Source: an optimization exercise on an open RTL-to-GDS flow (aim: small area). Production flows keep margins and buffers that such runs may drop. Only simulation tests tie the RTL to the original design; equivalence was not proved.

## flow/design.v (module list and top-level ports; edited modules follow where they fit)
// module _latency: 27 lines
// module interpolator_raw: 876 lines
// module mxn: 6 lines
// module fa: 6 lines
// module mj: 6 lines
// module ha: 6 lines
// module han: 7 lines
module  interpolator_raw #
(
    parameter D_width = 6
)
(
    input clk,rst,
    input clk_en,
    input din_valid,
    input din_last,
    input [D_width-1:0]dx,dy,
    input [7:0] lu,ru,ld,rd,
    output dout_valid,
    output dout_last,
    output [7:0] p
);
  // ...
==> flow/flow/run.sh <==
#!/bin/bash
# The standard layout (the standard.sh: ORFS synthesis to final layout),
# with two changes:
#  - each port gets a sky130_fd_sc_hd__buf_1 buffer instead of the larger
#    delay cell buffer_ports picks by default;
#  - clock tree synthesis adds no dummy loads.
# All of make's output goes to standard.log in this folder; ORFS writes each
# tool's own log under orfs/logs/.
set -euo pipefail
bash standard.sh \
  "BUFFER_PORTS_ARGS=-buffer_cell sky130_fd_sc_hd__buf_1" \
  "CTS_ARGS=-sink_clustering_enable -repair_clock_nets -dont_use_dummy_load" \
  finish > standard.log 2>&1
==> flow/standard.sh <==
#!/bin/bash
# synth_recipe.tcl (not shown) runs the flow's synth.tcl, then flattens the netlist and writes it again
# the make line also repeats each setting of config.mk as NAME=value (left out here)
make -C /OpenROAD-flow-scripts/flow DESIGN_CONFIG=/design/flow/config.mk WORK_HOME=/design/flow/orfs CLKGATE_MAP_FILE= SYNTH_SCRIPT=/design/flow/synth_recipe.tcl "${@:-finish}"
==> flow/config.mk <==
export PLATFORM = sky130hd
export DESIGN_NAME = interpolator_raw
export DESIGN_NICKNAME = interpolator_raw
export VERILOG_FILES = /design/flow/design.v
export SDC_FILE = /design/flow/constraint.sdc
export NUM_CORES = 4
export LEC_CHECK = 0
export CAP_MARGIN = 20
export CORE_MARGIN = 2
export CORE_UTILIZATION = 65
export GPL_TIMING_DRIVEN = 0
export SLEW_MARGIN = 20
export SYNTH_HIERARCHICAL = 1
export SYNTH_MINIMUM_KEEP_SIZE = 0
==> flow/constraint.sdc <==
create_clock -name core_clock -period 5.0 [get_ports {clk}]
set_input_delay 1.0000 -clock core_clock [delete_from_list [all_inputs] [get_ports {clk}]]
set_output_delay 1.0000 -clock core_clock [all_outputs]
set_load 0.01 [all_outputs]
==> metrics.yaml, run 1 <==
layout_common_cells: "sky130_fd_sc_hd__o22ai_1, sky130_fd_sc_hd__fa_1, sky130_fd_sc_hd__edfxtp_1"
crit_path_max_fanout: 15
maxSlewHeadroom: 0.540
fmaxAchievable_ghz: 0.200
check_faults: "setup timing"
worst_slack_ns: -0.00537
worstHoldStart: "p3[6]"
met3_wirelength_um: 1730
share_of_the_clock_period_used_by_the_worst_path: 1.00
cp.buffers_inverters: 1
non_clock_inverter_count: 31
ctsHoldBuffers: 0
vias_per_cell: 7.17
gr-total-overflow: 0
outcome: "complete, but fails checks"
fp.dieArea_um2: 10800
worstReg2RegStart: "dy_1[4]"
critPathLaunchType: "register"
setup_total_negative_slack_ns: -0.00537
drt_first_iter_violations: 492
pin_count_of_the_biggest_net_entering_global_routing: 38
setup_violations: 1
antenna_left: 0
dpl_cell_area_um2: 6890
area.share.sequential: 0.269
critPathCaptureType: "register"
cp_max_stage_cell: "sky130_fd_sc_hd__edfxtp_1"
clock_sink_count: 66
==> inputs of run 2 (changes only) <==
--- a/flow/design.v
+++ b/flow/design.v
@@ -190,40 +190,41 @@
 wire xas98, xac97;
 fa u_xas98 (.a(xac87), .b(xas96), .ci(xac89), .s(xas98), .co(xac97));
 wire xas100, xac99;
 fa u_xas100 (.a(xap32), .b(xap39), .ci(xap46), .s(xas100), .co(xac99));
 wire xas102, xac101;
 fa u_xas102 (.a(xac93), .b(xas100), .ci(xac95), .s(xas102), .co(xac101));
 wire xas104, xac103;
 fa u_xas104 (.a(xap40), .b(xap47), .ci(xac99), .s(xas104), .co(xac103));
-wire xak105 = xap2 | xap9;
-wire xap106 = xap2 ^ xap9;
+wire xak105, xap106;
+or2 u_xak105 (.a(xap2), .b(xap9), .y(xak105));
+xor2 u_xap106 (.a(xap2), .b(xap9), .y(xap106));
 wire xak107 = xas50;
 wire xap108 = 1'b1;
 wire xak109 = xas54;
 wire xap110 = 1'b1;
 wire xak111 = xas60;
 wire xap112 = 1'b1;
 wire xak113 = xas68;
 wire xap114 = 1'b1;
-wire xak115 = xas76 & xac67;
-wire xap116 = xas76 ^ xac67;
-wire xak117 = xac75 & xas84;
-wire xap118 = xac75 ^ xas84;
+wire xak115, xap116;
+kp u_xak115 (.a(xas76), .b(xac67), .k(xak115), .p(xap116));
+wire xak117, xap118;
+kp u_xak117 (.a(xac75), .b(xas84), .k(xak117), .p(xap118));
 wire xak119 = xas92;
 wire xap120 = 1'b1;
-wire xak121 = xac91 & xas98;
-wire xap122 = xac91 ^ xas98;
-wire xak123 = xas102 & xac97;
-wire xap124 = xas102 ^ xac97;
-wire xak125 = xas104 & xac101;
-wire xap126 = xas104 ^ xac101;
-wire xak127 = xap48 & xac103;
-wire xap128 = xap48 ^ xac103;
+wire xak121, xap122;
+kp u_xak121 (.a(xac91), .b(xas98), .k(xak121), .p(xap122));
+wire xak123, xap124;
+kp u_xak123 (.a(xas102), .b(xac97), .k(xak123), .p(xap124));
+wire xak125, xap126;
+kp u_xak125 (.a(xas104), .b(xac101), .k(xak125), .p(xap126));
+wire xak127, xap128;
+kp u_xak127 (.a(xap48), .b(xac103), .k(xak127), .p(xap128));
 wire xak129 = 1'b1;
 wire xap130 = 1'b0;
 wire xaK131 = xak107 | (xap108 & xak105);
 wire xaP132 = xap108 & xap106;
 wire xaK133 = xak111 | (xap112 & xak109);
 wire xaP134 = xap112 & xap110;
 wire xaK135 = xak115 | (xap116 & xak113);
 wire xaP136 = xap116 & xap114;
@@ -412,40 +413,41 @@
 wire xbs272, xbc271;
 fa u_xbs272 (.a(xbc261), .b(xbs270), .ci(xbc263), .s(xbs272), .co(xbc271));
 wire xbs274, xbc273;
 fa u_xbs274 (.a(xbp206), .b(xbp213), .ci(xbp220), .s(xbs274), .co(xbc273));
 wire xbs276, xbc275;
 fa u_xbs276 (.a(xbc267), .b(xbs274), .ci(xbc269), .s(xbs276), .co(xbc275));
 wire xbs278, xbc277;
 fa u_xbs278 (.a(xbp214), .b(xbp221), .ci(xbc273), .s(xbs278), .co(xbc277));
-wire xbk279 = xbp176 | xbp183;
-wire xbp280 = xbp176 ^ xbp183;
+wire xbk279, xbp280;
+or2 u_xbk279 (.a(xbp176), .b(xbp183), .y(xbk279));
+xor2 u_xbp280 (.a(xbp176), .b(xbp183), .y(xbp280));
 wire xbk281 = xbs224;
 wire xbp282 = 1'b1;
 wire xbk283 = xbs228;
 wire xbp284 = 1'b1;
 wire xbk285 = xbs234;
 wire xbp286 = 1'b1;
 wire xbk287 = xbs242;
 wire xbp288 = 1'b1;
-wire xbk289 = xbs250 & xbc241;
-wire xbp290 = xbs250 ^ xbc241;
-wire xbk291 = xbc249 & xbs258;
-wire xbp292 = xbc249 ^ xbs258;
+wire xbk289, xbp290;
+kp u_xbk289 (.a(xbs250), .b(xbc241), .k(xbk289), .p(xbp290));
+wire xbk291, xbp292;
+kp u_xbk291 (.a(xbc249), .b(xbs258), .k(xbk291), .p(xbp292));
 wire xbk293 = xbs266;
 wire xbp294 = 1'b1;
-wire xbk295 = xbc265 & xbs272;
-wire xbp296 = xbc265 ^ xbs272;
-wire xbk297 = xbs276 & xbc271;
-wire xbp298 = xbs276 ^ xbc271;
-wire xbk299 = xbs278 & xbc275;
-wire xbp300 = xbs278 ^ xbc275;
-wire xbk301 = xbp222 & xbc277;
-wire xbp302 = xbp222 ^ xbc277;
+wire xbk295, xbp296;
+kp u_xbk295 (.a(xbc265), .b(xbs272), .k(xbk295), .p(xbp296));
+wire xbk297, xbp298;
+kp u_xbk297 (.a(xbs276), .b(xbc271), .k(xbk297), .p(xbp298));
+wire xbk299, xbp300;
+kp u_xbk299 (.a(xbs278), .b(xbc275), .k(xbk299), .p(xbp300));
+wire xbk301, xbp302;
+kp u_xbk301 (.a(xbp222), .b(xbc277), .k(xbk301), .p(xbp302));
 wire xbk303 = 1'b1;
 wire xbp304 = 1'b0;
 wire xbK305 = xbk281 | (xbp282 & xbk279);
 wire xbP306 = xbp282 & xbp280;
 wire xbK307 = xbk285 | (xbp286 & xbk283);
 wire xbP308 = xbp286 & xbp284;
 wire xbK309 = xbk289 | (xbp290 & xbk287);
 wire xbP310 = xbp290 & xbp288;
@@ -765,52 +767,53 @@
 wire ys530, yc529;
 fa u_ys530 (.a(yc519), .b(ys528), .ci(yc521), .s(ys530), .co(yc529));
 wire ys532, yc531;
 fa u_ys532 (.a(yp404), .b(yp417), .ci(yp430), .s(ys532), .co(yc531));
 wire ys534, yc533;
 fa u_ys534 (.a(yc525), .b(ys532), .ci(yc527), .s(ys534), .co(yc533));
 wire ys536, yc535;
 fa u_ys536 (.a(yp418), .b(yp431), .ci(yc531), .s(ys536), .co(yc535));
-wire yk537 = yp350 | yp363;
-wire yp538 = yp350 ^ yp363;
+wire yk537, yp538;
+or2 u_yk537 (.a(yp350), .b(yp363), .y(yk537));
+xor2 u_yp538 (.a(yp350), .b(yp363), .y(yp538));
 wire yk539 = ys434;
 wire yp540 = 1'b1;
 wire yk541 = ys438;
 wire yp542 = 1'b1;
 wire yk543 = ys444;
 wire yp544 = 1'b1;
 wire yk545 = ys452;
 wire yp546 = 1'b1;
-wire yk547 = ys460 & yc451;
-wire yp548 = ys460 ^ yc451;
-wire yk549 = yc459 & ys468;
-wire yp550 = yc459 ^ ys468;
-wire yk551 = yc467 & ys476;
-wire yp552 = yc467 ^ ys476;
-wire yk553 = yc475 & ys484;
-wire yp554 = yc475 ^ ys484;
-wire yk555 = yc483 & ys492;
-wire yp556 = yc483 ^ ys492;
-wire yk557 = yc491 & ys500;
-wire yp558 = yc491 ^ ys500;
-wire yk559 = yc499 & ys508;
-wire yp560 = yc499 ^ ys508;
-wire yk561 = yc507 & ys516;
-wire yp562 = yc507 ^ ys516;
+wire yk547, yp548;
+kp u_yk547 (.a(ys460), .b(yc451), .k(yk547), .p(yp548));
+wire yk549, yp550;
+kp u_yk549 (.a(yc459), .b(ys468), .k(yk549), .p(yp550));
+wire yk551, yp552;
+kp u_yk551 (.a(yc467), .b(ys476), .k(yk551), .p(yp552));
+wire yk553, yp554;
+kp u_yk553 (.a(yc475), .b(ys484), .k(yk553), .p(yp554));
+wire yk555, yp556;
+kp u_yk555 (.a(yc483), .b(ys492), .k(yk555), .p(yp556));
+wire yk557, yp558;
+kp u_yk557 (.a(yc491), .b(ys500), .k(yk557), .p(yp558));
+wire yk559, yp560;
+kp u_yk559 (.a(yc499), .b(ys508), .k(yk559), .p(yp560));
+wire yk561, yp562;
+kp u_yk561 (.a(yc507), .b(ys516), .k(yk561), .p(yp562));
 wire yk563 = ys524;
 wire yp564 = 1'b1;
-wire yk565 = yc523 & ys530;
-wire yp566 = yc523 ^ ys530;
-wire yk567 = ys534 & yc529;
-wire yp568 = ys534 ^ yc529;
-wire yk569 = ys536 & yc533;
-wire yp570 = ys536 ^ yc533;
-wire yk571 = yp432 & yc535;
-wire yp572 = yp432 ^ yc535;
+wire yk565, yp566;
+kp u_yk565 (.a(yc523), .b(ys530), .k(yk565), .p(yp566));
+wire yk567, yp568;
+kp u_yk567 (.a(ys534), .b(yc529), .k(yk567), .p(yp568));
+wire yk569, yp570;
+kp u_yk569 (.a(ys536), .b(yc533), .k(yk569), .p(yp570));
+wire yk571, yp572;
+kp u_yk571 (.a(yp432), .b(yc535), .k(yk571), .p(yp572));
 wire yk573 = 1'b1;
 wire yp574 = 1'b0;
 wire yK575 = yk539 | (yp540 & yk537);
 wire yP576 = yp540 & yp538;
 wire yK577 = yk543 | (yp544 & yk541);
 wire yP578 = yp544 & yp542;
 wire yK579 = yk547 | (yp548 & yk545);
 wire yP580 = yp548 & yp546;
@@ -929,8 +932,27 @@
 endmodule
 module han (
     input a, b,
     output s, co
 );
 assign s = ~(a ^ b);
 assign co = a | b;
 endmodule
+module kp (
+    input a, b,
+    output k, p
+);
+assign k = a & b;
+assign p = a ^ b;
+endmodule
+module or2 (
+    input a, b,
+    output y
+);
+assign y = a | b;
+endmodule
+module xor2 (
+    input a, b,
+    output y
+);
+assign y = a ^ b;
+endmodule
==> run 2 against run 1 <==
- the run now finishes clean
- maximum frequency increased by 2.6%
- non-clock buffer count fell by 6
- setup slack improved by 0.13 ns
- final area shrank 1.3%
- critical path depth did not move
- wire length grew 0.96%
- clock-buffer cell count did not move
- critical path type is now primary input to register
- largest cell class unchanged
==> metrics.yaml, run 2 <==
clock_sink_count: 66  # unchanged
worst_slew_pin_slew_ns: 0.697
grtUsageTotal: 0.308
antenna_left: 0  # unchanged
drcViolationCount: 0
top_level_ports: 59
routed-via-count: 5230
critical_path.cell_chain: "buf_2 > clkinvlp_4 > o22ai_1 > fa_1 > fa_1 > fa_1 > fa_1 > or4b_4 > nor4_4 > nor3_1 > ha_1 > nor2_1 > xor2_1"
gpl.final_weighted_congestion: 0.929
post_synthesis_average_cell_area_um2: 12.6
worst_slack_ns: 0.124  # +0.129 ns
drt_first_iter_violations: 464  # -5.7%
ys_ff_latch: 66
fp.dieH_um: 103
timing.critical_path.max_delay_family: "adder cells"
largest_stage_delay_worst_path_ns: 0.53
mappedNetlistNets: 702
placeableCoreArea_um2: 9680
drtPass1Iterations: 5
holdCritPathClass: "register to register"
maxSlewHeadroom: 0.535  # -0.00526
post-synth-top-count-cell: "sky130_fd_sc_hd__o22ai_1"
fp.dieArea_um2: 10700  # -0.85%
synth_top_flop_cell: "sky130_fd_sc_hd__edfxtp_1"
htree_levels: 3
regToRegSetupSlack_ns: 0.15
ys_seq_area_frac: 0.304
initial_core_utilization: 0.664
crit_path_max_fanout: 17  # +2
critPathCaptureType: "register"
total_inserted_antenna_cells: 0
grt_antenna_before_repair: 0
pin_count_of_the_biggest_net_entering_global_routing: 38  # unchanged
max_cap_violations: 0
synth_top_area_cell: "sky130_fd_sc_hd__fa_1"
detail_route.wl_per_cell_um: 22.0
cp_max_stage_cell: "sky130_fd_sc_hd__or4b_4"
final_layout_size_suffix_gt1_frac: 0.0882
timing.clock.skew_ns: 0.0259
setup_violations: 0  # -1
worst-endpoint-required_ns: 5.07
gr-total-overflow: 0  # unchanged
netlist.area_leader.share: 0.336
die_boundary_width_um: 103
ys_types: 30
fp-row-count: 36
final_core_utilization: 0.739
postRouteWirelength_um: 16100
synth.yosys.warnings: 7
outcome: "complete, no violations"
cp.buffers_inverters: 2  # +1
hold_violations: 0
critPathLaunchType: "primary input"
synthesis.area_um2: 6430
criticalPathCategory: "primary input to register"
share_of_the_clock_period_used_by_the_worst_path: 0.975  # -0.0258
numCtsBuffers: 9
cts.path.max_buffers: 2
timing.critical_path.mode_cell: "sky130_fd_sc_hd__fa_1"
clock_tree.root_cell: "sky130_fd_sc_hd__clkbuf_8"
finalWorstPathRequiredPeriod_ns: 4.88
clk_pin_slew_ns: 0.08
port_buffers: 58
timing.critical_path.arrival_ns: 4.94
most_frequent_cells_after_synthesis: "sky130_fd_sc_hd__o22ai_1, sky130_fd_sc_hd__fa_1, sky130_fd_sc_hd__edfxtp_1, sky130_fd_sc_hd__ha_1, sky130_fd_sc_hd__inv_1"
layout_common_cells: "sky130_fd_sc_hd__o22ai_1, sky130_fd_sc_hd__fa_1, sky130_fd_sc_hd__edfxtp_1"
worst_setup_slack_after_placement_ns: -0.801
timing_max_transition_violations_final: 0
final_nets: 793
global_route_wire_length_before_repair_um: 25300
reg_top3: "a_1 x14, b_1 x14"
synth-edff-count: 63
most_common_library_cell_in_the_layout_ignoring_fill_and_taps: "sky130_fd_sc_hd__o22ai_1"
area_delta_synth_final_pct: 11.3
dpl_cell_area_um2: 6840  # -0.83%
ys_top_cells_by_area: "sky130_fd_sc_hd__fa_1, sky130_fd_sc_hd__edfxtp_1, sky130_fd_sc_hd__o22ai_1"
clk_latency_ns: 0.34
synthesis.instances: 512
vias_per_cell: 7.13  # -0.66%
place_hpwl_um: 11500
fmaxAchievable_ghz: 0.205  # +2.6%
tritoncts: "done"
final_design_area_no_fill_um2: 7160
async_reset_ff_frac: 0
first_global_vias: 5243
[run 2: cells by family (layout without fill, tap and decap cells)]
| family | after synthesis | in the layout | synth area share |
|---|---|---|---|
| xor gates and xnor gates | 20 | 20 | 0.0272 |
| muxes | 3 | 3 | 0.00467 |
| and+or+nand+nor | 46 | 46 | 0.0434 |
| DFF | 66 | 66 | 0.304 |
| adders and majority gates | 141 | 141 | 0.400 |
| AOI/OAI and AO/OA | 207 | 207 | 0.204 |
| buffers and inverters | 29 | 118 | 0.0169 |
[run 2: layout make-up]
class,instances,area (µm²)
fill,662,2520
tap,133,166
clock buffer,9,124
multi-input combinational,417,4390
inverter,29,124
timing repair inverter,1,5.00
timing repair buffer,79,402
sequential,66,1950
[run 2: worst register-to-register path: stages, from the launching register on]
cell and delay [ns]:
sky130_fd_sc_hd__edfxtp_1 0.66, sky130_fd_sc_hd__inv_1 0.52, sky130_fd_sc_hd__o22ai_1 0.18, sky130_fd_sc_hd__fa_1 0.49, sky130_fd_sc_hd__fa_1 0.54, sky130_fd_sc_hd__fa_1 0.43, sky130_fd_sc_hd__ha_1 0.34, sky130_fd_sc_hd__a21oi_1 0.24
sky130_fd_sc_hd__a21oi_1 0.12, sky130_fd_sc_hd__nor3_2 0.44, sky130_fd_sc_hd__a31oi_1 0.21, sky130_fd_sc_hd__ha_1 0.22, sky130_fd_sc_hd__nor2_1 0.13, sky130_fd_sc_hd__xor2_1 0.08
[run 2: Yosys stat by module (local to each module, per instance)]
| module | cell area, µm² | flops+latches |
|---|---|---|
| fa | 20.0 | 0 |
| mxn | 6.26 | 0 |
| interpolator_raw | 2810 | 66 |
| xor2 | 8.76 | 0 |
| or2 | 6.26 | 0 |
| kp | 12.5 | 0 |
[run 2: stage by stage]
| step | hold slack, ns | setup TNS [ns] | instances |
|---|---|---|---|
| 2_1_floorplan | 0.400 | 0 | 512 |
| 3_3_place_gp | 0.401 | -7.31 | 703 |
| 3_5_place_dp | 0.405 | -8.73 | 704 |
| 4_1_cts | 0.421 | 0 | 718 |
| 5_1_grt | 0.429 | -0.0735 | 734 |
| 6_report | 0.420 | 0 | 734 |
[run 2: metal layers]
layer | part of all wire | GRT usage
met1 | 0.39 | 0.404
met3 | 0.092 | 0.0605
met2 | 0.49 | 0.525
met4 | 0.024 | 0.0941
met5 | 0 | 0
[run 2: repair_timing]
item,CTS,global route
setup buffers,5,15
setup endpoints to repair,16,11
resized for setup,9,9
hold buffers,0,0
gates cloned,0,1
[run 2: worst paths after layout]
path	startpoint	end	cells past startpoint
setup / recovery	dx[0]	b_1[10]	13
hold / removal	p3[4]	p4[4]	0
setup reg to reg	dy_1[3]	p2[6]	13
hold reg to reg	p3[4]	p4[4]	0
==> inputs of run 3 (changes only) <==
--- a/flow/config.mk
+++ b/flow/config.mk
@@ -10,4 +10,5 @@
 export CORE_UTILIZATION = 65
 export GPL_TIMING_DRIVEN = 0
+export PLACE_DENSITY = 0.75
 export SLEW_MARGIN = 20
 export SYNTH_HIERARCHICAL = 1
==> run 3 against run 2 <==
- utilization is 0.56 points lower
- via count shrank 1.7%
- non-clock buffer count down 9
- sequential share of layout area increased by 0.21 points
- global-route usage shrank 2.3 points
- register-to-register slack better by 0.09 ns
- flip-flop and latch count unchanged
- still clean on timing, DRC and antenna
- final area is 0.75% lower
- die area is the same
- wire length down 7.4%
==> metrics.yaml, run 3 <==
worstRegToRegCells: 13  # unchanged
top_level_ports: 59  # unchanged
ys_seq_area_frac: 0.304  # unchanged
setup_violations: 0  # unchanged
filler_cell_count: 692  # +4.5%
max_cap_violations: 0  # unchanged
rsz0062_at_grt: "yes"
worstReg2RegStart: "dy_1[1]"
timing.critical_path.arrival_ns: 5.00  # +0.06 ns
dpl_cell_area_um2: 6840  # unchanged
timing.clock.skew_ns: 0.0192  # -0.00665 ns
fp.dieArea_um2: 10700  # unchanged
setup_total_negative_slack_ns: 0  # unchanged
place_hpwl_um: 11200  # -2.8%
drt_first_iter_violations: 455  # -1.9%
critPathCaptureType: "register"
grtUsageTotal: 0.286  # -0.0227
final_design_area_no_fill_um2: 7110  # -0.75%
clock_tree.root_cell: "sky130_fd_sc_hd__clkbuf_8"
fp-row-count: 36  # unchanged
ys_types: 30  # unchanged
synth_top_area_cell: "sky130_fd_sc_hd__fa_1"
reg_top3: "a_1 x14, b_1 x14"
detail_route.wl_per_cell_um: 20.6  # -6.2%
synthesis.instances: 512  # unchanged
drcViolationCount: 0  # unchanged
antenna_left: 0  # unchanged
placed_cells: 704  # unchanged
numCtsBuffers: 9  # unchanged
fp.dieH_um: 103  # unchanged
port_buffers: 58  # unchanged
layout_common_cells: "sky130_fd_sc_hd__o22ai_1, sky130_fd_sc_hd__fa_1, sky130_fd_sc_hd__edfxtp_1"
post_synthesis_average_cell_area_um2: 12.6  # unchanged
post-synth-top-count-cell: "sky130_fd_sc_hd__o22ai_1"
ys_top_cells_by_area: "sky130_fd_sc_hd__fa_1, sky130_fd_sc_hd__edfxtp_1, sky130_fd_sc_hd__o22ai_1"
netlist.area_leader.share: 0.336  # unchanged
worst_slew_pin_slew_ns: 0.639  # -0.0578 ns
async_reset_ff_frac: 0  # unchanged
clk_latency_ns: 0.34  # about the same
first_global_vias: 4838  # -7.7%
final_nets: 784  # -1.1%
routed-via-count: 5142  # -1.7%
tritoncts: "done"
cts.path.max_buffers: 2  # unchanged
global_route_wire_length_before_repair_um: 23300  # -8.1%
worst_setup_path_startpoint: "dx[2]"
die_boundary_width_um: 103  # unchanged
drtPass1Iterations: 5  # unchanged
placeableCoreArea_um2: 9680  # unchanged
critical_path.endpoint: "a_1[10]"
initial_core_utilization: 0.664  # unchanged
worst-endpoint-required_ns: 5.08  # about the same
synth.yosys.warnings: 7  # unchanged
pin_count_of_the_biggest_net_entering_global_routing: 39  # +2.6%
crit_path_max_fanout: 17  # unchanged
holdCritPathClass: "register to register"
ys_ff_latch: 66  # unchanged
ctsHoldBuffers: 0  # unchanged
final_core_utilization: 0.734  # -0.00556
most_frequent_cells_after_synthesis: "sky130_fd_sc_hd__o22ai_1, sky130_fd_sc_hd__fa_1, sky130_fd_sc_hd__edfxtp_1, sky130_fd_sc_hd__ha_1, sky130_fd_sc_hd__inv_1"
most_common_library_cell_in_the_layout_ignoring_fill_and_taps: "sky130_fd_sc_hd__o22ai_1"
share_of_the_clock_period_used_by_the_worst_path: 0.984  # +0.00908
postRouteWirelength_um: 14900  # -7.4%
timing_max_transition_violations_final: 0  # unchanged
area_delta_synth_final_pct: 10.5
clock_sink_count: 66  # unchanged
synthesis.area_um2: 6430  # unchanged
fmaxAchievable_ghz: 0.203  # -0.92%
synth-edff-count: 63  # unchanged
vias_per_cell: 7.09  # -0.46%
gpl.final_weighted_congestion: 0.905  # -2.6%
final_cells: 725  # -1.2%
final_layout_size_suffix_gt1_frac: 0.0726  # -0.0156
hold_violations: 0  # unchanged
criticalPathCategory: "primary input to register"
clk_pin_slew_ns: 0.07  # about the same
regToRegEndpoint: "p2[6]"
finalWorstPathRequiredPeriod_ns: 4.92  # +0.0454 ns
maxSlewHeadroom: 0.574  # +0.0386
grt_antenna_before_repair: 0  # unchanged
mappedNetlistNets: 702  # unchanged
outcome: "complete, no violations"
synth_top_flop_cell: "sky130_fd_sc_hd__edfxtp_1"
gr-total-overflow: 0  # unchanged
total_inserted_antenna_cells: 0  # unchanged
regToRegSetupSlack_ns: 0.24  # +0.09 ns
htree_levels: 3  # unchanged
critPathLaunchType: "primary input"
## run 3: cell counts after synthesis
No cell type changed its count.
## run 3: logic make-up (layout without fill, tap and decap cells)
| logic type | after synthesis | in the layout | synth area share |
|---|---|---|---|
| AOI/OAI and AO/OA | 207 | 207 | 0.204 |
| xor gates and xnor gates | 20 | 20 | 0.0272 |
| adders and majority gates | 141 | 141 | 0.400 |
| buffers and inverters | 29 | 109 | 0.0169 |
| DFF | 66 | 66 | 0.304 |
| muxes | 3 | 3 | 0.00467 |
| and+or+nand+nor | 46 | 46 | 0.0434 |
## run 3: critical path, stage by stage
cell	delay (ns)
sky130_fd_sc_hd__buf_2	0.35
sky130_fd_sc_hd__clkinvlp_4	0.30
sky130_fd_sc_hd__buf_12	0.20
sky130_fd_sc_hd__o22ai_1	0.17
sky130_fd_sc_hd__fa_1	0.47
sky130_fd_sc_hd__fa_1	0.41
sky130_fd_sc_hd__fa_1	0.42
sky130_fd_sc_hd__fa_1	0.47
sky130_fd_sc_hd__or4b_4	0.52
sky130_fd_sc_hd__nor4_4	0.18
sky130_fd_sc_hd__nor3_1	0.12
sky130_fd_sc_hd__ha_1	0.19
sky130_fd_sc_hd__nor2_1	0.12
sky130_fd_sc_hd__xor2_1	0.07
## run 3: timing repair
item | 4_1_cts | 5_1_grt
buffers inserted | 1 | 10
gates resized for setup | 7 | 10
endpoints found under the setup margin | 14 | 15
cloned | 0 | 1
## run 3: worst min-delay path by stage
stage / from / endpoint / depth (start not counted)
2_1_floorplan: l[0] / l[1] / 0
3_3_place_gp: l[0] / l[1] / 0
3_5_place_dp: p2[6] / p3[6] / 0
4_1_cts: p2[6] / p3[6] / 0
5_1_grt: p3[7] / p4[7] / 0
6_report: p3[6] / p4[6] / 0
## run 3: stage by stage
stage,setup slack (ns),hold WS [ns]
finish,0.0782,0.425
global route,-0.0395,0.431
CTS,0.0219,0.424
detailed placement,-0.748,0.407
floorplan,0.475,0.400
global placement,-0.615,0.400
## run 3: cell type report
| type | count | area [µm²] | area share |
|---|---|---|---|
| Multi-Input combinational cell | 417 | 4380 | 0.616 |
| Timing Repair inverter | 1 | 5.00 | 0.000704 |
| Clock buffer | 9 | 124 | 0.0174 |
| Tap cell | 133 | 166 | 0.0234 |
| Timing Repair Buffer | 70 | 357 | 0.0502 |
| Sequential cell | 66 | 1950 | 0.275 |
| Inverter | 29 | 128 | 0.0180 |
## run 3: Yosys stat by module, one instance, submodules excluded
module / copies in the design / flip-flops and latches
interpolator_raw: 1 / 66
fa: 108 / 0
kp: 24 / 0
xor2: 2 / 0
mxn: 179 / 0
or2: 3 / 0
## run 3: per-layer routing
metal,vias to the layer above,global-route usage,part of all wire
met1,2510,0.381,0.38
li1,2209,-,-
met4,0,0.0951,0.016
met2,397,0.484,0.51
met3,26,0.0444,0.091
met5,-,0,0
==> inputs of run 4 (changes only) <==
--- a/flow/config.mk
+++ b/flow/config.mk
@@ -9,4 +9,5 @@
 export CORE_MARGIN = 2
 export CORE_UTILIZATION = 65
+export GPL_ROUTABILITY_DRIVEN = 0
 export GPL_TIMING_DRIVEN = 0
 export PLACE_DENSITY = 0.75
==> run 4 against run 3 <==
- still clean on timing, DRC and antenna
- wire length down 1.8%
- non-clock buffer count up 1
- flip-flop and latch count unchanged
- critical path type unchanged
==> metrics.yaml, run 4 <==
drcViolationCount: 0  # unchanged
post_synthesis_average_cell_area_um2: 12.6  # unchanged
final_core_utilization: 0.732  # -0.00220
die_boundary_width_um: 103  # unchanged
clk_latency_ns: 0.34  # about the same
fp-row-count: 36  # unchanged
fmaxAchievable_ghz: 0.205  # +1.1%
synth_top_area_cell: "sky130_fd_sc_hd__fa_1"
most_common_library_cell_in_the_layout_ignoring_fill_and_taps: "sky130_fd_sc_hd__o22ai_1"
area_delta_synth_final_pct: 10.2
critical_path.endpoint: "a_1[10]"
top_level_ports: 59  # unchanged
worstReg2RegStart: "dy_1[2]"
global_route_wire_length_before_repair_um: 23000  # -1.2%
antenna_left: 0  # unchanged
critPathLaunchType: "primary input"
ys_types: 30  # unchanged
detail_route.wl_per_cell_um: 20.2  # -2.0%
worst_setup_path_startpoint: "dx[1]"
vias_per_cell: 7.05  # -0.64%
timing.critical_path.arrival_ns: 4.94  # -0.06 ns
outcome: "complete, no violations"
cp.buffers_inverters: 2  # -1
reg_top3: "a_1 x14, b_1 x14"
routed-via-count: 5116  # -0.51%
port_buffers: 58  # unchanged
holdCritPathClass: "register to register"
final_layout_size_suffix_gt1_frac: 0.0725  # -0.000122
cp_max_stage_cell: "sky130_fd_sc_hd__or4b_4"
final_nets: 785  # +0.13%
drt_first_iter_violations: 474  # +4.2%
max_cap_violations: 0  # unchanged
cts.path.max_buffers: 2  # unchanged
regToRegSetupSlack_ns: 0.23  # about the same
netlist.area_leader.share: 0.336  # unchanged
crit_path_max_fanout: 18  # +1
critical_path.cell_chain: "buf_2 > clkinvlp_4 > o22ai_1 > fa_1 > fa_1 > fa_1 > fa_1 > or4b_4 > nor4_4 > nor3_1 > ha_1 > nor2_1 > xor2_1"
grtUsageTotal: 0.275  # -0.0103
timing.clock.skew_ns: 0.0261  # +0.00691 ns
tritoncts: "done"
setup_total_negative_slack_ns: 0  # unchanged
drtPass1Iterations: 7  # +2
ctsHoldBuffers: 0  # unchanged
first_global_vias: 4910  # +1.5%
path_depth: 13  # -1
place_hpwl_um: 10900  # -2.7%
placed_cells: 704  # unchanged
largest_stage_delay_worst_path_ns: 0.52  # about the same
pin_count_of_the_biggest_net_entering_global_routing: 39  # unchanged
worst_slew_pin_slew_ns: 0.624  # -0.0154 ns
async_reset_ff_frac: 0  # unchanged
mappedNetlistNets: 702  # unchanged
clock_sink_count: 66  # unchanged
clock_tree.root_cell: "sky130_fd_sc_hd__clkbuf_8"
initial_core_utilization: 0.664  # unchanged
hold_violations: 0  # unchanged
timing_max_transition_violations_final: 0  # unchanged
fin_hold_ws_ns: 0.424  # -0.00121 ns
critPathCaptureType: "register"
placeableCoreArea_um2: 9680  # unchanged
layout_common_cells: "sky130_fd_sc_hd__o22ai_1, sky130_fd_sc_hd__fa_1, sky130_fd_sc_hd__edfxtp_1"
setup_violations: 0  # unchanged
synth.yosys.warnings: 7  # unchanged
ys_seq_area_frac: 0.304  # unchanged
numCtsBuffers: 9  # unchanged
share_of_the_clock_period_used_by_the_worst_path: 0.974  # -0.0108
fp.dieArea_um2: 10700  # unchanged
most_frequent_cells_after_synthesis: "sky130_fd_sc_hd__o22ai_1, sky130_fd_sc_hd__fa_1, sky130_fd_sc_hd__edfxtp_1, sky130_fd_sc_hd__ha_1, sky130_fd_sc_hd__inv_1"
regToRegEndpoint: "p2[6]"
timing.critical_path.max_delay_family: "adder cells"
synthesis.area_um2: 6430  # unchanged
finalWorstPathRequiredPeriod_ns: 4.87  # -0.0540 ns
ys_top_cells_by_area: "sky130_fd_sc_hd__fa_1, sky130_fd_sc_hd__edfxtp_1, sky130_fd_sc_hd__o22ai_1"
final_cells: 726  # +0.14%
synth-edff-count: 63  # unchanged
worstRegToRegCells: 14  # +1
timing.critical_path.mode_cell: "sky130_fd_sc_hd__fa_1"
synth_top_flop_cell: "sky130_fd_sc_hd__edfxtp_1"
synthesis.instances: 512  # unchanged
htree_levels: 3  # unchanged
worst-endpoint-required_ns: 5.07  # about the same
gr-total-overflow: 0  # unchanged
fp.dieH_um: 103  # unchanged
post-synth-top-count-cell: "sky130_fd_sc_hd__o22ai_1"
clk_pin_slew_ns: 0.06  # about the same
criticalPathCategory: "primary input to register"
total_inserted_antenna_cells: 0  # unchanged
grt_antenna_before_repair: 0  # unchanged
postRouteWirelength_um: 14700  # -1.8%
maxSlewHeadroom: 0.584  # +0.0103
ys_ff_latch: 66  # unchanged
run 4: cell count changes in the layout (fill, tap and decap cells not counted):
cell                         delta
sky130_fd_sc_hd__buf_12         -2
sky130_fd_sc_hd__inv_1          +2
sky130_fd_sc_hd__buf_2          +2
sky130_fd_sc_hd__nor4_2         +1
sky130_fd_sc_hd__buf_4          +3
sky130_fd_sc_hd__clkbuf_4       -1
sky130_fd_sc_hd__clkbuf_2       -1
sky130_fd_sc_hd__clkinvlp_4     -2
sky130_fd_sc_hd__nor4_1         -1
run 4: layout make-up:
cell class	count	area (µm²)
clock buffers	9	124
fillers	667	2600
inverters	29	120
multi-input cells	417	4380
flip-flops and latches	66	1950
well taps	133	166
repair buffers	71	337
repair inverters	1	5.00
run 4: metrics by stage:
stage | setup WS, ns | instance area, µm²
after floorplan | 0.475 | 6430
after global placement | -0.559 | 6820
after detailed placement | -0.653 | 6840
after CTS | 0.0366 | 6970
after global routing | -0.00821 | 7090
final | 0.132 | 7090
run 4: timing repair:
item                       CTS  global route
resized for setup            6             5
cloned                       0             1
setup endpoints to repair   12             7
setup buffers                0            12
pin swaps                    0             0
run 4: logic make-up (layout without fill, tap and decap cells):
kind of cell	after synthesis	in the layout	share of synthesized area
AOI/OAI and AO/OA	207	207	0.204
adders and majority gates	141	141	0.400
DFF	66	66	0.304
and+or+nand+nor	46	46	0.0434
buffers and inverters	29	110	0.0169
xor gates and xnor gates	20	20	0.0272
muxes	3	3	0.00467
run 4: worst reg2reg max path: cells and delay by family (launching register included):
kind / cells / cell delay, ns
xor+xnor: 1 / 0.13
flops: 1 / 0.67
buf+inv: 1 / 0.36
compound gates: 3 / 0.87
fa+ha+maj: 6 / 2.22
simple gates: 3 / 0.29
run 4: worst min-delay path by stage:
stage / start / to / slack, ns / depth (start not counted)
6_report: p2[2] / p3[2] / 0.42 / 0
3_5_place_dp: l[2] / l[3] / 0.41 / 0
4_1_cts: l[2] / l[3] / 0.43 / 0
2_1_floorplan: l[0] / l[1] / 0.40 / 0
3_3_place_gp: l[0] / l[1] / 0.40 / 0
5_1_grt: l[0] / l[1] / 0.43 / 0
run 4: per-layer routing:
metal / GRT usage / vias up / routed length [µm] / part of all wire
li1: - / 2220 / - / -
met3: 0.0477 / 48 / 1330 / 0.091
met2: 0.467 / 398 / 7470 / 0.51
met4: 0.0941 / 0 / 358 / 0.024
met5: 0 / - / 0 / 0
met1: 0.363 / 2450 / 5510 / 0.38
run 4: Yosys stat by module (local to each module, per instance):
module	flip-flops and latches	cell area (µm²)	cells	times used
interpolator_raw	66	2810	196	1
fa	0	20.0	1	108
kp	0	12.5	1	24
xor2	0	8.76	1	2
mxn	0	6.26	1	179
or2	0	6.26	1	3
==> inputs of run 5 (changes only) <==
==> flow/flow/run.sh (replaced) <==
#!/bin/bash
# The standard layout (the standard.sh: ORFS synthesis to final layout),
# with two changes:
#  - each port gets a sky130_fd_sc_hd__buf_1 buffer instead of the larger
#    delay cell buffer_ports picks by default;
#  - clock tree synthesis builds its tree from clkbuf_4 and adds no dummy
#    loads.
# All of make's output goes to standard.log in this folder; ORFS writes each
# tool's own log under orfs/logs/.
set -euo pipefail
bash standard.sh \
  "BUFFER_PORTS_ARGS=-buffer_cell sky130_fd_sc_hd__buf_1" \
  "CTS_ARGS=-sink_clustering_enable -repair_clock_nets -dont_use_dummy_load -root_buf sky130_fd_sc_hd__clkbuf_4 -buf_list sky130_fd_sc_hd__clkbuf_4" \
  finish > standard.log 2>&1
==> run 5 against run 4 <==
- still clean on timing, DRC and antenna
- first-iteration DRC count shrank 2.5%
- synthesized cell count is the same
- flip-flop and latch count is the same
- global-route usage is essentially flat
- setup slack gained 0.023 ns
- non-clock buffer count shrank 11
- sequential share of layout area grew 0.62 points
- utilization shrank 1.6 points
==> metrics.yaml, run 5 <==
outcome: "complete, no violations"
worst_slew_pin_slew_ns: 0.625  # +0.00108 ns
ys_seq_area_frac: 0.304  # unchanged
cts.path.max_buffers: 2  # unchanged
first_global_vias: 4912  # +0.041%
criticalPathCategory: "primary input to register"
port_buffers: 58  # unchanged
synth-edff-count: 63  # unchanged
finalWorstPathRequiredPeriod_ns: 4.84  # -0.0231 ns
synth.yosys.warnings: 7  # unchanged
synth_top_flop_cell: "sky130_fd_sc_hd__edfxtp_1"
tritoncts: "done"
ys_ff_latch: 66  # unchanged
crit_path_max_fanout: 17  # -1
final_cells: 715  # -1.5%
synth_top_area_cell: "sky130_fd_sc_hd__fa_1"
die_boundary_width_um: 103  # unchanged
clock_tree.root_cell: "sky130_fd_sc_hd__clkbuf_4"
antenna_left: 0  # unchanged
hold_violations: 0  # unchanged
drcViolationCount: 0  # unchanged
global_route_wire_length_before_repair_um: 23000  # about the same
postRouteWirelength_um: 14200  # -3.3%
ys_top_cells_by_area: "sky130_fd_sc_hd__fa_1, sky130_fd_sc_hd__edfxtp_1, sky130_fd_sc_hd__o22ai_1"
clk_pin_slew_ns: 0.11  # +0.05 ns
fp-row-count: 36  # unchanged
most_common_library_cell_in_the_layout_ignoring_fill_and_taps: "sky130_fd_sc_hd__o22ai_1"
rsz0062_at_grt: "yes"
fmaxAchievable_ghz: 0.206  # +0.48%
mappedNetlistNets: 702  # unchanged
synthesis.area_um2: 6430  # unchanged
worst-endpoint-required_ns: 5.14  # +0.07 ns
wl_met1_um: 5300  # -3.7%
place_hpwl_um: 10900  # unchanged
netlist.area_leader.share: 0.336  # unchanged
routed-via-count: 5088  # -0.55%
worst_setup_path_startpoint: "dx[1]"
critPathCaptureType: "register"
layout_common_cells: "sky130_fd_sc_hd__o22ai_1, sky130_fd_sc_hd__fa_1, sky130_fd_sc_hd__edfxtp_1"
worstHoldStart: "p3[4]"
drtPass1Iterations: 7  # unchanged
setup_total_negative_slack_ns: 0  # unchanged
final_layout_size_suffix_gt1_frac: 0.0482  # -0.0243
grt_antenna_before_repair: 0  # unchanged
grtUsageTotal: 0.275  # -0.000306
top_level_ports: 59  # unchanged
dr.max_layer_used: "met4"
setup_violations: 0  # unchanged
final_nets: 773  # -1.5%
numCtsBuffers: 9  # unchanged
htree_levels: 3  # unchanged
drt_first_iter_violations: 462  # -2.5%
initial_core_utilization: 0.664  # unchanged
timing.clock.skew_ns: 0.0370  # +0.0108 ns
most_frequent_cells_after_synthesis: "sky130_fd_sc_hd__o22ai_1, sky130_fd_sc_hd__fa_1, sky130_fd_sc_hd__edfxtp_1, sky130_fd_sc_hd__ha_1, sky130_fd_sc_hd__inv_1"
length_of_routed_met2_wiring_um: 7080  # -5.3%
detail_route.wl_per_cell_um: 19.8  # -1.8%
timing.critical_path.arrival_ns: 4.99  # +0.05 ns
filler_cell_count: 683  # +2.4%
reg_top3: "a_1 x14, b_1 x14"
holdCritPathClass: "register to register"
async_reset_ff_frac: 0  # unchanged
share_of_the_clock_period_used_by_the_worst_path: 0.969  # -0.00462
placed_cells: 704  # unchanged
worstReg2RegStart: "dy_1[2]"
post_synthesis_average_cell_area_um2: 12.6  # unchanged
area_delta_synth_final_pct: 7.76
max_cap_violations: 0  # unchanged
met3_wirelength_um: 1390  # +4.3%
vias_per_cell: 7.12  # +0.98%
fin_hold_ws_ns: 0.419  # -0.00431 ns
synthesis.instances: 512  # unchanged
gr-total-overflow: 0  # unchanged
timing_max_transition_violations_final: 0  # unchanged
fp.dieArea_um2: 10700  # unchanged
clock_sink_count: 66  # unchanged
ys_types: 30  # unchanged
placeableCoreArea_um2: 9680  # unchanged
critPathLaunchType: "primary input"
clk_latency_ns: 0.41  # +0.07 ns
pin_count_of_the_biggest_net_entering_global_routing: 39  # unchanged
fp.dieH_um: 103  # unchanged
ctsHoldBuffers: 0  # unchanged
maxSlewHeadroom: 0.583  # -0.000718
post-synth-top-count-cell: "sky130_fd_sc_hd__o22ai_1"
run 5: final cells by class:
type / count / area [µm²] / area share
antenna: 1 / 2.50 / 0.000361
clock buffer: 9 / 67.6 / 0.00975
inverter: 29 / 113 / 0.0162
multi-input combinational: 417 / 4380 / 0.631
sequential: 66 / 1950 / 0.282
tap: 133 / 166 / 0.0240
timing repair buffer: 60 / 254 / 0.0366
run 5: path summary, 6_finish.rpt:
check | endpoint | slack (ns) | depth (start not counted)
worst min register to register | p4[4] | 0.42 | 0
worst max register to register | p2[6] | 0.26 | 14
worst min-delay path | p4[4] | 0.42 | 0
worst max-delay path | b_1[10] | 0.16 | 13
run 5: per-layer routing:
metal,vias up,track usage
met5,-,0
met4,0,0.100
met3,59,0.0470
met2,411,0.466
met1,2425,0.360
li1,2193,-
run 5: Yosys stat by module, one instance, submodules excluded:
| module | flip-flops and latches | area (µm²) | times used |
|---|---|---|---|
| interpolator_raw | 66 | 2810 | 1 |
| fa | 0 | 20.0 | 108 |
| kp | 0 | 12.5 | 24 |
| xor2 | 0 | 8.76 | 2 |
| mxn | 0 | 6.26 | 179 |
| or2 | 0 | 6.26 | 3 |
run 5: kinds of logic (layout without fill, tap and decap cells):
group           Yosys count  in the layout  synth area share
buf+inv                  29             98            0.0169
compound gates          207            207             0.204
flops                    66             66             0.304
mux                       3              3           0.00467
simple gates             46             46            0.0434
other cells               0              1                 0
fa+ha+maj               141            141             0.400
xor+xnor                 20             20            0.0272
run 5: metrics by stage:
step / area, µm² / util / setup slack (ns)
3_5_place_dp: 6840 / 0.706 / -0.653
4_1_cts: 6910 / 0.714 / 0.0365
6_report: 6930 / 0.716 / 0.155
5_1_grt: 6930 / 0.715 / -0.0587
3_3_place_gp: 6820 / 0.704 / -0.559
2_1_floorplan: 6430 / - / 0.475
run 5: timing repair:
action                     4_1_cts  5_1_grt
setup endpoints to repair       10       11
setup buffers                    0        1
resized for setup                5        4
run 5: worst max-delay path: stages:
cell,delay [ns]
sky130_fd_sc_hd__buf_2,0.32
sky130_fd_sc_hd__inv_1,0.38
sky130_fd_sc_hd__o22ai_1,0.29
sky130_fd_sc_hd__fa_1,0.49
sky130_fd_sc_hd__fa_1,0.41
sky130_fd_sc_hd__fa_1,0.44
sky130_fd_sc_hd__fa_1,0.46
sky130_fd_sc_hd__or4b_4,0.52
sky130_fd_sc_hd__nor4_4,0.17
sky130_fd_sc_hd__nor3_1,0.11
sky130_fd_sc_hd__ha_1,0.20
sky130_fd_sc_hd__nor2_1,0.12
sky130_fd_sc_hd__xor2_1,0.07

-- afterwards: timing with drivers on the ports --
The flow's constraints put no driver on any port. The routed layouts listed below were extracted and timed again, unchanged, in two steps.
Step 1, drivers: a clkbuf_16 drives clk and a buf_2 each remaining input, both assumed.
Step 2 times the ports against the registers' clock, not the clock port: input delays grow and output delays shrink by t, the midpoint of the rising clock arrivals with the driver on.
Three values: ideal, step 1, step 2; two values: the first two.
run	t, ns	slack for setup (ns)	hold slack, ns	slew at the worst register clock pin (ns)
run 1	0.381	-0.005 / -0.005 / -0.290	0.423 / 0.423 / 0.423	0.08 / 0.08
run 2	0.355	0.124 / 0.132 / -0.223	0.420 / 0.420 / 0.420	0.08 / 0.08
run 3	0.367	0.078 / 0.088 / -0.279	0.425 / 0.425 / 0.425	0.07 / 0.07
run 4	0.360	0.132 / 0.136 / -0.225	0.424 / 0.424 / 0.424	0.08 / 0.08
run 5	0.426	0.155 / 0.161 / -0.266	0.419 / 0.419 / 0.419	0.11 / 0.11
Met with ideal ports but missed after step 2: setup timing in run 2, run 3, run 4 and run 5. The setup slack of run 5, which loses most, moves by +0.006 ns with the drivers and by -0.421 ns with both steps.
